This is an optimization exercise on Yosys and OpenROAD, whose aim is small area and a short achievable clock period, not a production implementation. Function was not checked in any run shown here: the RTL went through the layout flow alone.

==> flow/design.v, too long to show whole: its modules and the start of the top module <==
// module plastic_neuron: 1209 lines
// module pn_inv: 3 lines
// module pn_nand2: 3 lines
// module pn_nor2: 3 lines
// module pn_nand3: 3 lines
// module pn_xor2e: 3 lines
// module pn_xor2: 3 lines
// module pn_xnor2: 3 lines
// module pn_aoi21: 3 lines
// module pn_oai21: 3 lines
// module pn_fa: 4 lines
// module pn_ha: 4 lines
module plastic_neuron (
    input wire clk,
    input wire rst,
    input wire [15:0] input_signal,
    input wire [15:0] feedback_error,
    input wire enable_learning,
    output wire [31:0] output_signal
);
  // ...
==> flow/flow/run.sh <==
#!/bin/bash
# Layout flow: the standard flow (standard.sh), with the standard
# synthesis unchanged, and the I/O port buffers made from the plain buffer
# family (buf_N) instead of the delay-buffer cells buffer_ports picks on its
# own, so that repair_timing can size them. Each step's output goes to its
# own log in this folder.
set -euo pipefail
bash standard.sh synth > synth.log 2>&1
bash standard.sh BUFFER_PORTS_ARGS="-buffer_cell sky130_fd_sc_hd__buf_4" finish > layout.log 2>&1
==> flow/standard.sh <==
#!/bin/bash
# synth_recipe.tcl (not shown) runs the flow's synth.tcl, then flattens the netlist and writes it again
# the make line also repeats each setting of config.mk as NAME=value (left out here)
make -C /OpenROAD-flow-scripts/flow DESIGN_CONFIG=/design/flow/config.mk WORK_HOME=/design/flow/orfs CLKGATE_MAP_FILE= SYNTH_SCRIPT=/design/flow/synth_recipe.tcl "${@:-finish}"
==> flow/config.mk <==
export PLATFORM = sky130hd
export DESIGN_NAME = plastic_neuron
export DESIGN_NICKNAME = plastic_neuron
export VERILOG_FILES = /design/flow/design.v
export SDC_FILE = /design/flow/constraint.sdc
export NUM_CORES = 4
export LEC_CHECK = 0
export CAP_MARGIN = 20
export CORE_MARGIN = 2
export CORE_UTILIZATION = 40
export SETUP_SLACK_MARGIN = 3.0
export SLEW_MARGIN = 20
export SYNTH_HIERARCHICAL = 1
==> flow/constraint.sdc <==
create_clock -name core_clock -period 7.0 [get_ports {clk}]
set_input_delay 1.4000 -clock core_clock [delete_from_list [all_inputs] [get_ports {clk}]]
set_output_delay 1.4000 -clock core_clock [all_outputs]
set_load 0.01 [all_outputs]
==> run summary, run 1 <==
Layout:
- After routing the design area is 9670 µm².
- The largest registers in the layout are cut_q: 62 flops, weight: 15 flops.
- The clock-cell share of area is 0.0321.
- The count of cells in the finished layout, fillers not included, comes to 1183.
- The final design utilization is 0.446.
- The count of inverters not on the clock network in the layout is 34.
- Of the total standard cell area in the layout, the multi-input combinational portion is 0.649.
- Compared with the post-synthesis result, the final layout area differs by 10.4%.

STA:
- Clock skew on the completed layout was measured at 0.0137 ns.
- The number of failing setup endpoints in the final timing report is 0.
- In this run the tightest slew margin relative to its limit is 0.530.
- Of the available clock period, the critical path in the final layout requires 0.543.
- The final-layout setup total negative slack is 0 ns.
- Hold timing on the final database bottoms out at a slack of 0.526 ns.

Worst setup path:
- The endpoint of the most critical setup path is cut_q[46].
- The endpoint identified for the worst register-to-register timing path is cut_q[46].
- The worst register-to-register path has a depth of 7.
- The required time reported for the critical path endpoint is 7.22 ns.
- The type of origin of the critical path is a register.
- The delay of the slowest critical-path stage is 0.84 ns.

Routing:
- The aggregate routed wire length is 19300 µm.
- For this block, wires on met1 add up to 8850 µm.
- The number of remaining DRC errors is 0.

Synthesis:
- Synthesis produced a netlist whose cell count is 904.
- The synthesized design contains 0 enable-type register cells.
- Of the total synthesized cell area, the portion taken by XOR and XNOR cells is 0.196.
- A synthesized cell averages 9.69 µm².
- The flip-flop cell with the highest count after synthesis is sky130_fd_sc_hd__dfrtp_1.
- The post-synthesis cell type count is 37.
- The netlist area before placement is 8760 µm².

Floorplan:
- The total number of placement rows is 54.

CTS:
- The count of cells resized by post-cts repair is 14.
- The H-tree generated during clock tree synthesis spans 3 levels.
- The clock latency on the worst-skew pair is 0.35 ns.

Hold path:
- The type of the tightest min-delay check is reg2reg.

Global route:
- For this run, global-route usage on met2 was measured as 0.285.
- The number of antenna violations at the first check in global routing was 0.

Run status:
- The flow ran to the end and the layout has no timing, DRC or antenna violations.

Placement:
- Timing analysis after detailed placement gives a worst setup slack of 2.37 ns.
- Input and output buffers added on the ports amount to 65.
- Routability-driven placement finished with a final weighted congestion of 0.798.
==> run 2: changes to the inputs <==
--- a/flow/design.v
+++ b/flow/design.v
@@ -816,25 +816,25 @@
   assign nb137 = ~pp17;
   assign nb138 = ~pp33;
   assign nb139 = ~pp50;
   assign nb140 = ~pp67;
   assign nb141 = ~pp84;
   assign nb142 = ~pp101;
   assign nb143 = ~pp118;
   assign nb144 = ~pp135;
-  pn_ha u_s145 (.a(pp11), .b(pp26), .s(s145), .co(c146));
+  pn_ha u_s145 (.a(neg5), .b(pp11), .s(s145), .co(c146));
   pn_ha u_s147 (.a(pp12), .b(pp27), .s(s147), .co(c148));
-  pn_fa u_s149 (.a(pp13), .b(pp28), .c(pp43), .s(s149), .co(c150));
-  pn_ha u_s151 (.a(pp58), .b(pp73), .s(s151), .co(c152));
+  pn_fa u_s149 (.a(neg6), .b(pp13), .c(pp28), .s(s149), .co(c150));
+  pn_ha u_s151 (.a(pp43), .b(pp58), .s(s151), .co(c152));
   pn_fa u_s153 (.a(pp14), .b(pp29), .c(pp44), .s(s153), .co(c154));
   pn_ha u_s155 (.a(pp59), .b(pp74), .s(s155), .co(c156));
-  pn_fa u_s157 (.a(pp15), .b(pp30), .c(pp45), .s(s157), .co(c158));
-  pn_fa u_s159 (.a(pp60), .b(pp75), .c(pp90), .s(s159), .co(c160));
-  pn_ha u_s161 (.a(pp105), .b(pp120), .s(s161), .co(c162));
+  pn_fa u_s157 (.a(neg7), .b(pp15), .c(pp30), .s(s157), .co(c158));
+  pn_fa u_s159 (.a(pp45), .b(pp60), .c(pp75), .s(s159), .co(c160));
+  pn_ha u_s161 (.a(pp90), .b(pp105), .s(s161), .co(c162));
   pn_fa u_s163 (.a(pp16), .b(pp31), .c(pp46), .s(s163), .co(c164));
   pn_fa u_s165 (.a(pp61), .b(pp76), .c(pp91), .s(s165), .co(c166));
   pn_ha u_s167 (.a(pp106), .b(pp121), .s(s167), .co(c168));
   pn_fa u_s169 (.a(pp32), .b(pp47), .c(pp62), .s(s169), .co(c170));
   pn_fa u_s171 (.a(pp77), .b(pp92), .c(pp107), .s(s171), .co(c172));
   pn_ha u_s173 (.a(pp122), .b(nb137), .s(s173), .co(c174));
   pn_fa u_s175 (.a(pp48), .b(pp63), .c(pp78), .s(s175), .co(c176));
   pn_fa u_s177 (.a(pp93), .b(pp108), .c(pp123), .s(s177), .co(c178));
@@ -843,109 +843,109 @@
   pn_fa u_s183 (.a(pp79), .b(pp94), .c(pp109), .s(s183), .co(c184));
   pn_ha u_s185 (.a(pp124), .b(pp33), .s(s185), .co(c186));
   pn_fa u_s187 (.a(pp65), .b(pp80), .c(pp95), .s(s187), .co(c188));
   pn_ha u_s189 (.a(pp110), .b(pp125), .s(s189), .co(c190));
   pn_fa u_s191 (.a(pp51), .b(pp66), .c(pp81), .s(s191), .co(c192));
   pn_ha u_s193 (.a(pp96), .b(pp111), .s(s193), .co(c194));
   pn_ha u_s195 (.a(pp82), .b(pp97), .s(s195), .co(c196));
   pn_ha u_s197 (.a(pp68), .b(pp83), .s(s197), .co(c198));
-  pn_ha u_s199 (.a(pp7), .b(pp22), .s(s199), .co(c200));
+  pn_ha u_s199 (.a(neg3), .b(pp7), .s(s199), .co(c200));
   pn_ha u_s201 (.a(pp8), .b(pp23), .s(s201), .co(c202));
-  pn_fa u_s203 (.a(pp9), .b(pp24), .c(pp39), .s(s203), .co(c204));
-  pn_ha u_s205 (.a(pp54), .b(pp69), .s(s205), .co(c206));
+  pn_fa u_s203 (.a(neg4), .b(pp9), .c(pp24), .s(s203), .co(c204));
+  pn_ha u_s205 (.a(pp39), .b(pp54), .s(s205), .co(c206));
   pn_fa u_s207 (.a(pp10), .b(pp25), .c(pp40), .s(s207), .co(c208));
   pn_ha u_s209 (.a(pp55), .b(pp70), .s(s209), .co(c210));
-  pn_fa u_s211 (.a(s145), .b(pp41), .c(pp56), .s(s211), .co(c212));
-  pn_fa u_s213 (.a(pp71), .b(pp86), .c(neg5), .s(s213), .co(c214));
-  pn_fa u_s215 (.a(c146), .b(s147), .c(pp42), .s(s215), .co(c216));
-  pn_fa u_s217 (.a(pp57), .b(pp72), .c(pp87), .s(s217), .co(c218));
-  pn_fa u_s219 (.a(c148), .b(s149), .c(s151), .s(s219), .co(c220));
-  pn_fa u_s221 (.a(pp88), .b(pp103), .c(neg6), .s(s221), .co(c222));
-  pn_fa u_s223 (.a(c150), .b(c152), .c(s153), .s(s223), .co(c224));
-  pn_fa u_s225 (.a(s155), .b(pp89), .c(pp104), .s(s225), .co(c226));
-  pn_fa u_s227 (.a(c154), .b(c156), .c(s157), .s(s227), .co(c228));
-  pn_fa u_s229 (.a(s159), .b(s161), .c(neg7), .s(s229), .co(c230));
-  pn_fa u_s231 (.a(c158), .b(c160), .c(c162), .s(s231), .co(c232));
-  pn_fa u_s233 (.a(s163), .b(s165), .c(s167), .s(s233), .co(c234));
-  pn_fa u_s235 (.a(c164), .b(c166), .c(c168), .s(s235), .co(c236));
-  pn_fa u_s237 (.a(s169), .b(s171), .c(s173), .s(s237), .co(c238));
-  pn_fa u_s239 (.a(c170), .b(c172), .c(c174), .s(s239), .co(c240));
-  pn_fa u_s241 (.a(s175), .b(s177), .c(s179), .s(s241), .co(c242));
-  pn_fa u_s243 (.a(c176), .b(c178), .c(c180), .s(s243), .co(c244));
-  pn_fa u_s245 (.a(s181), .b(s183), .c(s185), .s(s245), .co(c246));
-  pn_fa u_s247 (.a(c182), .b(c184), .c(c186), .s(s247), .co(c248));
-  pn_fa u_s249 (.a(s187), .b(s189), .c(nb139), .s(s249), .co(c250));
-  pn_fa u_s251 (.a(c188), .b(c190), .c(s191), .s(s251), .co(c252));
-  pn_fa u_s253 (.a(s193), .b(pp126), .c(pp50), .s(s253), .co(c254));
-  pn_fa u_s255 (.a(c192), .b(c194), .c(s195), .s(s255), .co(c256));
-  pn_fa u_s257 (.a(pp112), .b(pp127), .c(nb140), .s(s257), .co(c258));
-  pn_fa u_s259 (.a(c196), .b(s197), .c(pp98), .s(s259), .co(c260));
-  pn_fa u_s261 (.a(pp113), .b(pp128), .c(pp67), .s(s261), .co(c262));
-  pn_fa u_s263 (.a(c198), .b(pp99), .c(pp114), .s(s263), .co(c264));
-  pn_ha u_s265 (.a(pp129), .b(nb141), .s(s265), .co(c266));
+  pn_fa u_s211 (.a(pp26), .b(pp41), .c(pp56), .s(s211), .co(c212));
+  pn_fa u_s213 (.a(pp71), .b(pp86), .c(s145), .s(s213), .co(c214));
+  pn_fa u_s215 (.a(pp42), .b(pp57), .c(pp72), .s(s215), .co(c216));
+  pn_fa u_s217 (.a(pp87), .b(c146), .c(s147), .s(s217), .co(c218));
+  pn_fa u_s219 (.a(pp73), .b(pp88), .c(pp103), .s(s219), .co(c220));
+  pn_fa u_s221 (.a(c148), .b(s151), .c(s149), .s(s221), .co(c222));
+  pn_fa u_s223 (.a(pp89), .b(pp104), .c(c152), .s(s223), .co(c224));
+  pn_fa u_s225 (.a(s155), .b(c150), .c(s153), .s(s225), .co(c226));
+  pn_fa u_s227 (.a(pp120), .b(c156), .c(s161), .s(s227), .co(c228));
+  pn_fa u_s229 (.a(c154), .b(s157), .c(s159), .s(s229), .co(c230));
+  pn_fa u_s231 (.a(c162), .b(s167), .c(c158), .s(s231), .co(c232));
+  pn_fa u_s233 (.a(c160), .b(s163), .c(s165), .s(s233), .co(c234));
+  pn_fa u_s235 (.a(c168), .b(s173), .c(c164), .s(s235), .co(c236));
+  pn_fa u_s237 (.a(c166), .b(s169), .c(s171), .s(s237), .co(c238));
+  pn_fa u_s239 (.a(c174), .b(s179), .c(c170), .s(s239), .co(c240));
+  pn_fa u_s241 (.a(c172), .b(s175), .c(s177), .s(s241), .co(c242));
+  pn_fa u_s243 (.a(c180), .b(s185), .c(c176), .s(s243), .co(c244));
+  pn_fa u_s245 (.a(c178), .b(s181), .c(s183), .s(s245), .co(c246));
+  pn_fa u_s247 (.a(nb139), .b(c186), .c(s189), .s(s247), .co(c248));
+  pn_fa u_s249 (.a(c182), .b(c184), .c(s187), .s(s249), .co(c250));
+  pn_fa u_s251 (.a(pp126), .b(pp50), .c(c190), .s(s251), .co(c252));
+  pn_fa u_s253 (.a(s193), .b(c188), .c(s191), .s(s253), .co(c254));
+  pn_fa u_s255 (.a(pp112), .b(pp127), .c(nb140), .s(s255), .co(c256));
+  pn_fa u_s257 (.a(c194), .b(s195), .c(c192), .s(s257), .co(c258));
+  pn_fa u_s259 (.a(pp98), .b(pp113), .c(pp128), .s(s259), .co(c260));
+  pn_fa u_s261 (.a(pp67), .b(c196), .c(s197), .s(s261), .co(c262));
+  pn_fa u_s263 (.a(pp99), .b(pp114), .c(pp129), .s(s263), .co(c264));
+  pn_ha u_s265 (.a(nb141), .b(c198), .s(s265), .co(c266));
   pn_fa u_s267 (.a(pp85), .b(pp100), .c(pp115), .s(s267), .co(c268));
   pn_ha u_s269 (.a(pp130), .b(pp84), .s(s269), .co(c270));
   pn_ha u_s271 (.a(pp116), .b(pp131), .s(s271), .co(c272));
   pn_ha u_s273 (.a(pp102), .b(pp117), .s(s273), .co(c274));
-  pn_ha u_s275 (.a(pp5), .b(pp20), .s(s275), .co(c276));
+  pn_ha u_s275 (.a(neg2), .b(pp5), .s(s275), .co(c276));
   pn_ha u_s277 (.a(pp6), .b(pp21), .s(s277), .co(c278));
-  pn_fa u_s279 (.a(s199), .b(pp37), .c(pp52), .s(s279), .co(c280));
-  pn_fa u_s281 (.a(c200), .b(s201), .c(pp38), .s(s281), .co(c282));
-  pn_fa u_s283 (.a(c202), .b(s203), .c(s205), .s(s283), .co(c284));
-  pn_fa u_s285 (.a(c204), .b(c206), .c(s207), .s(s285), .co(c286));
-  pn_fa u_s287 (.a(c208), .b(c210), .c(s211), .s(s287), .co(c288));
-  pn_fa u_s289 (.a(c212), .b(c214), .c(s215), .s(s289), .co(c290));
-  pn_fa u_s291 (.a(c216), .b(c218), .c(s219), .s(s291), .co(c292));
-  pn_fa u_s293 (.a(c220), .b(c222), .c(s223), .s(s293), .co(c294));
-  pn_fa u_s295 (.a(c224), .b(c226), .c(s227), .s(s295), .co(c296));
+  pn_fa u_s279 (.a(pp22), .b(pp37), .c(pp52), .s(s279), .co(c280));
+  pn_fa u_s281 (.a(pp38), .b(pp53), .c(c200), .s(s281), .co(c282));
+  pn_fa u_s283 (.a(pp69), .b(c202), .c(s205), .s(s283), .co(c284));
+  pn_fa u_s285 (.a(c206), .b(s209), .c(c204), .s(s285), .co(c286));
+  pn_fa u_s287 (.a(c210), .b(c208), .c(s211), .s(s287), .co(c288));
+  pn_fa u_s289 (.a(c212), .b(s215), .c(c214), .s(s289), .co(c290));
+  pn_fa u_s291 (.a(c216), .b(s219), .c(c218), .s(s291), .co(c292));
+  pn_fa u_s293 (.a(c220), .b(s223), .c(c222), .s(s293), .co(c294));
+  pn_fa u_s295 (.a(c224), .b(s227), .c(c226), .s(s295), .co(c296));
   pn_fa u_s297 (.a(c228), .b(c230), .c(s231), .s(s297), .co(c298));
   pn_fa u_s299 (.a(c232), .b(c234), .c(s235), .s(s299), .co(c300));
   pn_fa u_s301 (.a(c236), .b(c238), .c(s239), .s(s301), .co(c302));
   pn_fa u_s303 (.a(c240), .b(c242), .c(s243), .s(s303), .co(c304));
-  pn_fa u_s305 (.a(c244), .b(c246), .c(s247), .s(s305), .co(c306));
-  pn_fa u_s307 (.a(c248), .b(c250), .c(s251), .s(s307), .co(c308));
-  pn_fa u_s309 (.a(c252), .b(c254), .c(s255), .s(s309), .co(c310));
-  pn_fa u_s311 (.a(c256), .b(c258), .c(s259), .s(s311), .co(c312));
-  pn_fa u_s313 (.a(c260), .b(c262), .c(s263), .s(s313), .co(c314));
-  pn_fa u_s315 (.a(c264), .b(c266), .c(s267), .s(s315), .co(c316));
-  pn_fa u_s317 (.a(c268), .b(c270), .c(s271), .s(s317), .co(c318));
-  pn_fa u_s319 (.a(c272), .b(s273), .c(pp132), .s(s319), .co(c320));
-  pn_ha u_s321 (.a(c274), .b(pp133), .s(s321), .co(c322));
+  pn_fa u_s305 (.a(c244), .b(s247), .c(c246), .s(s305), .co(c306));
+  pn_fa u_s307 (.a(s251), .b(c248), .c(c250), .s(s307), .co(c308));
+  pn_fa u_s309 (.a(s255), .b(c252), .c(c254), .s(s309), .co(c310));
+  pn_fa u_s311 (.a(c256), .b(s259), .c(c258), .s(s311), .co(c312));
+  pn_fa u_s313 (.a(c260), .b(s263), .c(s265), .s(s313), .co(c314));
+  pn_fa u_s315 (.a(s269), .b(c264), .c(c266), .s(s315), .co(c316));
+  pn_fa u_s317 (.a(nb142), .b(c270), .c(s271), .s(s317), .co(c318));
+  pn_fa u_s319 (.a(pp132), .b(pp101), .c(c272), .s(s319), .co(c320));
+  pn_ha u_s321 (.a(pp133), .b(nb143), .s(s321), .co(c322));
   pn_ha u_s323 (.a(pp119), .b(pp134), .s(s323), .co(c324));
-  pn_ha u_s325 (.a(pp3), .b(pp18), .s(s325), .co(c326));
+  pn_ha u_s325 (.a(neg1), .b(pp3), .s(s325), .co(c326));
   pn_ha u_s327 (.a(pp4), .b(pp19), .s(s327), .co(c328));
-  pn_fa u_s329 (.a(s275), .b(pp35), .c(neg2), .s(s329), .co(c330));
-  pn_fa u_s331 (.a(c276), .b(s277), .c(pp36), .s(s331), .co(c332));
-  pn_fa u_s333 (.a(c278), .b(s279), .c(neg3), .s(s333), .co(c334));
-  pn_fa u_s335 (.a(c280), .b(s281), .c(pp53), .s(s335), .co(c336));
-  pn_fa u_s337 (.a(c282), .b(s283), .c(neg4), .s(s337), .co(c338));
-  pn_fa u_s339 (.a(c284), .b(s285), .c(s209), .s(s339), .co(c340));
-  pn_fa u_s341 (.a(c286), .b(s287), .c(s213), .s(s341), .co(c342));
-  pn_fa u_s343 (.a(c288), .b(s289), .c(s217), .s(s343), .co(c344));
-  pn_fa u_s345 (.a(c290), .b(s291), .c(s221), .s(s345), .co(c346));
-  pn_fa u_s347 (.a(c292), .b(s293), .c(s225), .s(s347), .co(c348));
-  pn_fa u_s349 (.a(c294), .b(s295), .c(s229), .s(s349), .co(c350));
-  pn_fa u_s351 (.a(c296), .b(s297), .c(s233), .s(s351), .co(c352));
-  pn_fa u_s353 (.a(c298), .b(s299), .c(s237), .s(s353), .co(c354));
-  pn_fa u_s355 (.a(c300), .b(s301), .c(s241), .s(s355), .co(c356));
-  pn_fa u_s357 (.a(c302), .b(s303), .c(s245), .s(s357), .co(c358));
-  pn_fa u_s359 (.a(c304), .b(s305), .c(s249), .s(s359), .co(c360));
-  pn_fa u_s361 (.a(c306), .b(s307), .c(s253), .s(s361), .co(c362));
-  pn_fa u_s363 (.a(c308), .b(s309), .c(s257), .s(s363), .co(c364));
-  pn_fa u_s365 (.a(c310), .b(s311), .c(s261), .s(s365), .co(c366));
-  pn_fa u_s367 (.a(c312), .b(s313), .c(s265), .s(s367), .co(c368));
-  pn_fa u_s369 (.a(c314), .b(s315), .c(s269), .s(s369), .co(c370));
-  pn_fa u_s371 (.a(c316), .b(s317), .c(nb142), .s(s371), .co(c372));
-  pn_fa u_s373 (.a(c318), .b(s319), .c(pp101), .s(s373), .co(c374));
-  pn_fa u_s375 (.a(c320), .b(s321), .c(nb143), .s(s375), .co(c376));
-  pn_fa u_s377 (.a(c322), .b(s323), .c(pp118), .s(s377), .co(c378));
-  pn_ha u_s379 (.a(c324), .b(nb144), .s(s379), .co(c380));
+  pn_fa u_s329 (.a(pp20), .b(pp35), .c(s275), .s(s329), .co(c330));
+  pn_fa u_s331 (.a(pp36), .b(c276), .c(s277), .s(s331), .co(c332));
+  pn_fa u_s333 (.a(c278), .b(s199), .c(s279), .s(s333), .co(c334));
+  pn_fa u_s335 (.a(s201), .b(c280), .c(s281), .s(s335), .co(c336));
+  pn_fa u_s337 (.a(s203), .b(c282), .c(s283), .s(s337), .co(c338));
+  pn_fa u_s339 (.a(s207), .b(c284), .c(s285), .s(s339), .co(c340));
+  pn_fa u_s341 (.a(c286), .b(s213), .c(s287), .s(s341), .co(c342));
+  pn_fa u_s343 (.a(s217), .b(c288), .c(s289), .s(s343), .co(c344));
+  pn_fa u_s345 (.a(s221), .b(c290), .c(s291), .s(s345), .co(c346));
+  pn_fa u_s347 (.a(s225), .b(c292), .c(s293), .s(s347), .co(c348));
+  pn_fa u_s349 (.a(s229), .b(c294), .c(s295), .s(s349), .co(c350));
+  pn_fa u_s351 (.a(s233), .b(c296), .c(s297), .s(s351), .co(c352));
+  pn_fa u_s353 (.a(s237), .b(c298), .c(s299), .s(s353), .co(c354));
+  pn_fa u_s355 (.a(s241), .b(c300), .c(s301), .s(s355), .co(c356));
+  pn_fa u_s357 (.a(s245), .b(c302), .c(s303), .s(s357), .co(c358));
+  pn_fa u_s359 (.a(s249), .b(c304), .c(s305), .s(s359), .co(c360));
+  pn_fa u_s361 (.a(s253), .b(c306), .c(s307), .s(s361), .co(c362));
+  pn_fa u_s363 (.a(s257), .b(c308), .c(s309), .s(s363), .co(c364));
+  pn_fa u_s365 (.a(s261), .b(c310), .c(s311), .s(s365), .co(c366));
+  pn_fa u_s367 (.a(c262), .b(s313), .c(c312), .s(s367), .co(c368));
+  pn_fa u_s369 (.a(s267), .b(s315), .c(c314), .s(s369), .co(c370));
+  pn_fa u_s371 (.a(c268), .b(s317), .c(c316), .s(s371), .co(c372));
+  pn_fa u_s373 (.a(s273), .b(s319), .c(c318), .s(s373), .co(c374));
+  pn_fa u_s375 (.a(c274), .b(s321), .c(c320), .s(s375), .co(c376));
+  pn_fa u_s377 (.a(pp118), .b(c322), .c(s323), .s(s377), .co(c378));
+  pn_ha u_s379 (.a(nb144), .b(c324), .s(s379), .co(c380));
   pn_ha u_s381 (.a(pp136), .b(pp135), .s(s381), .co(c382));
-  assign losum383 = {pp1} + {neg0};
+  assign losum383 = {neg0} + {pp1};
   pn_xor2 u_ap384 (.a(cut_q[1]), .b(cut_q[32]), .y(ap384));
   pn_xor2 u_ap385 (.a(cut_q[2]), .b(cut_q[33]), .y(ap385));
   pn_xor2 u_ap386 (.a(cut_q[3]), .b(cut_q[34]), .y(ap386));
   pn_xor2 u_ap387 (.a(cut_q[4]), .b(cut_q[35]), .y(ap387));
   pn_xor2 u_ap388 (.a(cut_q[5]), .b(cut_q[36]), .y(ap388));
   pn_xor2 u_ap389 (.a(cut_q[6]), .b(cut_q[37]), .y(ap389));
   pn_xor2 u_ap390 (.a(cut_q[7]), .b(cut_q[38]), .y(ap390));
   pn_xor2 u_ap391 (.a(cut_q[8]), .b(cut_q[39]), .y(ap391));
@@ -1197,36 +1197,30 @@
   pn_xor2 u_as637 (.a(ap411), .b(pg607), .y(as637));
   pn_xnor2 u_as638 (.a(ap412), .b(pg608), .y(as638));
   pn_xor2 u_as639 (.a(ap413), .b(pg609), .y(as639));
   pn_xnor2 u_as640 (.a(ap414), .b(pg610), .y(as640));
   always @(posedge clk or posedge rst) begin
     if (rst) begin
       cut_q <= 63'd0;
     end else begin
-      cut_q <= {1'b1, s381, s379, s377, s375, s373, s371, s369, s367, s365, s363, s361, s359, s357, s355, s353, s351, s349, s347, s345, s343, s341, s339, s337, s335, s333, s331, s329, s327, neg1, losum383[1], c382, c380, c378, c376, c374, c372, c370, c368, c366, c364, c362, c360, c358, c356, c354, c352, c350, c348, c346, c344, c342, c340, c338, c336, c334, c332, c330, c328, c326, s325, pp2, losum383[0]};
+      cut_q <= {1'b1, s381, s379, s377, s375, s373, s371, s369, s367, s365, s363, s361, s359, s357, s355, s353, s351, s349, s347, s345, s343, s341, s339, s337, s335, s333, s331, s329, s327, pp18, losum383[1], c382, c380, c378, c376, c374, c372, c370, c368, c366, c364, c362, c360, c358, c356, c354, c352, c350, c348, c346, c344, c342, c340, c338, c336, c334, c332, c330, c328, c326, s325, pp2, losum383[0]};
     end
   end
   assign output_signal = {{as640, as639, as638, as637, as636, as635, as634, as633, as632, as631, as630, as629, as628, as627, as626, as625, as624, as623, as622, as621, as620, as619, as618, as617, as616, as615, as614, as613, as612, as611, ap384}, {cut_q[0]}};
 endmodule
 module pn_inv (input wire a, output wire y);
   assign y = ~a;
 endmodule
 module pn_nand2 (input wire a, input wire b, output wire y);
   assign y = ~(a & b);
 endmodule
 module pn_nor2 (input wire a, input wire b, output wire y);
   assign y = ~(a | b);
 endmodule
-module pn_nand3 (input wire a, input wire b, input wire c, output wire y);
-  assign y = ~(a & b & c);
-endmodule
-module pn_xor2e (input wire a, input wire b, input wire e, output wire y);
-  assign y = (a ^ b) & e;
-endmodule
 module pn_xor2 (input wire a, input wire b, output wire y);
   assign y = a ^ b;
 endmodule
 module pn_xnor2 (input wire a, input wire b, output wire y);
   assign y = ~(a ^ b);
 endmodule
 module pn_aoi21 (input wire g1, input wire t1, input wire g0, output wire y);
   assign y = ~(g1 | (t1 & g0));
==> flow/flow/run.sh (replaced) <==
#!/bin/bash
# Layout flow: the standard flow (standard.sh) with the standard
# synthesis unchanged, and two changes to how the layout is made:
#  - the I/O port buffers are plain buf_2 cells (which repair_timing can
#    size) instead of the delay buffers buffer_ports picks on its own;
#  - clock tree synthesis builds from clkbuf_8 cells and adds no dummy loads.
# Each step logs to its own file in this folder.
set -euo pipefail
bash standard.sh synth > synth.log 2>&1
bash standard.sh BUFFER_PORTS_ARGS="-buffer_cell sky130_fd_sc_hd__buf_2" \
  CTS_ARGS="-sink_clustering_enable -repair_clock_nets -dont_use_dummy_load -buf_list sky130_fd_sc_hd__clkbuf_8" \
  finish > layout.log 2>&1
==> flow/config.mk (replaced) <==
export PLATFORM = sky130hd
export DESIGN_NAME = plastic_neuron
export DESIGN_NICKNAME = plastic_neuron
export VERILOG_FILES = /design/flow/design.v
export SDC_FILE = /design/flow/constraint.sdc
export NUM_CORES = 4
export LEC_CHECK = 0
export CAP_MARGIN = 5
export CORE_MARGIN = 2
export CORE_UTILIZATION = 40
export SETUP_SLACK_MARGIN = 3.0
export SLEW_MARGIN = 5
export SYNTH_HIERARCHICAL = 1
==> run summary, run 2 <==
Layout:
- The most frequent standard cell in the layout excluding fill and tap cells is sky130_fd_sc_hd__xnor2_1.
- More flip-flops sit in one register than any other, and that register is cut_q.
- The largest registers in the layout are cut_q: 62 flops, weight: 15 flops.
- In the final design database the tool counted 1058 nets.
- The area growth from synthesis to layout is 5.86%.
- The number of flip-flops in the largest register is 62.
- The number of antenna diodes in the final layout is 0.
- The top cell types in the final layout, fill and taps aside, are 130 x sky130_fd_sc_hd__xnor2_1, 97 x sky130_fd_sc_hd__a22oi_1, 90 x sky130_fd_sc_hd__fa_1.
- The share of layout cells above drive strength 1 is 0.172.

Floorplan:
- After floorplanning, the core was sized to cover 21700 µm².
- The I/O pin total is 67.
- The die height is 152 µm.
- The area of the die is 23100 µm².
- The total number of placement rows is 54 (unchanged).
- The initial utilization of the core area, before any placement, comes to 0.404.
- In this run the horizontal extent of the chip is 152 µm.

Worst setup path:
- The signal on the critical path passes through inv_1, ha_1, clkinv_2, a22oi_1, xnor2_1, fa_1, fa_1, fa_1, fa_1.
- The signal arrival time at the worst endpoint is 4.09 ns.
- The required time reported for the critical path endpoint came to 7.22 ns (about the same).
- In this run the critical register-to-register path is launched from weight[3].
- The cell count along the critical path is 9.
- The worst setup path is of the reg2reg kind.
- The worst register-to-register path has a setup slack of 3.13 ns.
- Grouping stages by cell kind, the critical path spends the most delay in adder cells.
- The type of destination of the critical path is a register.
- The beginning of the critical path is weight[3].
- The cell with the largest stage delay on the worst path is sky130_fd_sc_hd__dfstp_4.
- The maximum net fanout on the critical path is 17.
- The endpoint of the most critical setup path is cut_q[48].
- The delay of the slowest critical-path stage is 0.74 ns (-0.10 ns).
- The most used cell along the critical path is sky130_fd_sc_hd__fa_1.
- The worst path buffer plus inverter count is 2.
- In this run the critical register-to-register path is captured at cut_q[48].
- The number of cell instances on the worst register-to-register path is 9 (+2).
- The type of origin of the critical path is a register.

STA:
- The final clock period utilization by the worst path is 0.553 (+0.00938).
- The clock skew came to 0.0344 ns (+0.0206 ns).
- Counting I/O delays and the setup requirement, the final critical path takes 3.87 ns.
- The number of failing setup endpoints in the final timing report was 0 (unchanged).
- Timing would allow up to 258 MHz.
- The worst slew margin relative to its limit is 0.354 (-0.176).
- The final-layout setup total negative slack came to 0 ns (unchanged).
- Setup repair after global routing left no endpoint under its margin.
- The final-report max-slew violation count is 0.
- The final hold slack is 0.527 ns (+0.00121 ns).
- The number of hold-slack violations in the final timing report is 0.
- The slew at the pin closest to its max-slew limit is 0.970 ns.
- Once routing completed, OpenROAD measured the worst setup slack at 3.13 ns.

Run status:
- The flow ran to the end and the layout has no timing, DRC or antenna violations.

Global route:
- For this run, the total global-route usage over all layers was measured as 0.179.
- The first-pass GRT wire length is 33700 µm.
- The global route total overflow is 0.
- The maximum number of pins on one net before global-route repair is 78.
- The number of global-route vias before repair was 6497.
- The number of antenna violations at the first check in global routing is 0 (unchanged).

Routing:
- In this run, the number of DRC markers left after iteration 0 of detailed routing was 440.
- The post-detailed-route count of antenna-violating nets is 0.
- The aggregate routed wire length is 19900 µm (+2.9%).
- The number of remaining DRC errors was 0 (unchanged).
- The vias per cell is 5.29.
- The via total after detailed routing is 6210.
- Before antenna repair, the detailed router went through 5 iterations.
- The final routed wire length divided by cell count is 16.9 µm.

Synthesis:
- The share of the synthesized area in the top cell type is 0.206.
- Yosys printed 7 warnings.
- The number of nets handed over by synthesis was 1066.
- The netlist area before placement is 8760 µm² (unchanged).
- After synthesis, the most frequently instantiated cells are 132 x sky130_fd_sc_hd__xnor2_1, 98 x sky130_fd_sc_hd__a22oi_1, 90 x sky130_fd_sc_hd__fa_1.
- In the synthesized netlist the async set-or-reset flop fraction comes to 1.00.
- The mean post-synth cell area is 9.69 µm² (unchanged).
- The flip-flop cell with the highest count after synthesis is sky130_fd_sc_hd__dfrtp_1.
- Of the synthesized area, sequential elements account for 0.221.
- The number of synthesized flops with an enable pin is 0 (unchanged).
- The cell type contributing the most total cell area after synthesis is sky130_fd_sc_hd__fa_1.
- By area the synthesized netlist is led by sky130_fd_sc_hd__fa_1 21%, sky130_fd_sc_hd__dfrtp_1 20%, sky130_fd_sc_hd__xnor2_1 13%.
- The most frequent cell after synthesis is sky130_fd_sc_hd__xnor2_1.
- The synthesis-stage register bit count is 77.
- The post-synthesis cell type count is 37 (unchanged).
- The number of instances in the synthesized netlist is 904 (unchanged).

CTS:
- The H-tree depth reported by CTS is 3 (unchanged).
- The number of buffers inserted during clock tree synthesis is 9.
- The clock latency on the worst-skew pair is 0.38 ns (+0.03 ns).
- The CTS tree is yes.
- The number of buffers on the longest clock path is 2.
- Counting every sink on the clock net gives 77.
- The cell at the root of the clock tree is sky130_fd_sc_hd__clkbuf_8.
- Clock-pin slew was measured on the worst setup and hold paths at 0.09 ns.

Hold path:
- The min-delay analysis places its worst path in the category reg2reg.

Job:
- The tool flagged a number of max-cap violations equal to 0.

Placement:
- The total of buffers placed on input and output ports came to 65 (unchanged).
- The post-placement setup slack is 2.51 ns (+0.141 ns).
- The post-DP HPWL is 14500 µm.
- The routability congestion estimate from global placement is 0.800 (+0.30%).
## run 2: per-stage QoR
stage	instances	utilization	cell area (µm²)
finish	1174	0.428	9270
global route	1174	0.428	9270
CTS	1169	0.422	9160
detailed placement	1155	0.412	8930
global placement	1155	0.412	8930
floorplan	904	-	8780
## run 2: worst min path at each step
stage,startpoint,endpoint,slack (ns),cells past startpoint
floorplan,weight[1],cut_q[32],0.38,0
global placement,weight[8],weight[8],0.51,1
detailed placement,weight[8],weight[8],0.51,1
CTS,weight[8],weight[8],0.53,1
global route,weight[8],weight[8],0.56,1
finish,weight[8],weight[8],0.53,1
## run 2: layer usage
metal,vias up,wire length (µm),share of wire,GRT usage
met2,155,9740,0.49,0.305
met4,0,323,0.016,0.0494
met5,-,0,0,0
met1,3088,8950,0.45,0.240
li1,2942,-,-,-
met3,25,866,0.044,0.0271
## run 2: cell families (layout without fill, tap and decap cells)
family                   Yosys count  after routing  synth area share
AO/OA/AOI/OAI                    192            192             0.153
AND/OR/NAND/NOR                  174            174            0.0908
other                              2              2          0.000857
adder cells (fa/ha/maj)          127            127             0.258
flip-flops                        77             77             0.221
multiplexers                       1              1           0.00129
XOR/XNOR                         196            196             0.196
buffers and inverters            135            125            0.0787
## run 2: per-module statistics from Yosys, one instance, submodules excluded, excerpt
module,cells inside,flops+latches,times used
pn_aoi21,1,0,28
pn_nor2,1,0,57
pn_oai21,1,0,43
plastic_neuron,528,77,1
pn_inv,1,0,24
pn_xnor2,1,0,15
## run 2: cell type report
| cell class | instances | area (µm²) |
|---|---|---|
| fillers | 2072 | 12400 |
| multi-input cells | 692 | 6250 |
| flip-flops and latches | 77 | 1950 |
| repair buffers | 82 | 460 |
| well taps | 280 | 350 |
| inverters | 34 | 134 |
| clock buffers | 9 | 124 |
## run 2: timing repair
action | CTS | global route
hold buffers | 0 | 0
pin swaps | 2 | 3
resized for setup | 16 | 18
buffers inserted | 5 | 5
setup endpoints to repair | 42 | 28

[separate check: timing with driven ports]
The results above use ideal ports. As a check the final layouts listed here were re-extracted and re-timed, cells and wires unchanged. Step 1 assumes that a clkbuf_16 drives the clock port and a buf_2 every other input. Step 2, shift: input delay + t, output delay - t, t = (earliest + latest rising clock arrival at the registers) / 2. This alone moves slack from input paths to output paths. Three values: no drivers, after step 1, after step 2; two values: the first two.
| run | t (ns) | setup WS [ns] | cell pins on the clock port's net |
|---|---|---|---|
| run 1 | 0.388 | 3.196 / 3.193 / 2.876 | 1 |
| run 2 | 0.397 | 3.130 / 3.130 / 2.808 | 1 |
After both steps setup and hold are still met in every run listed. For run 2, which loses most, drivers alone change the setup slack by 0.000 ns; drivers and shift together by -0.322 ns.
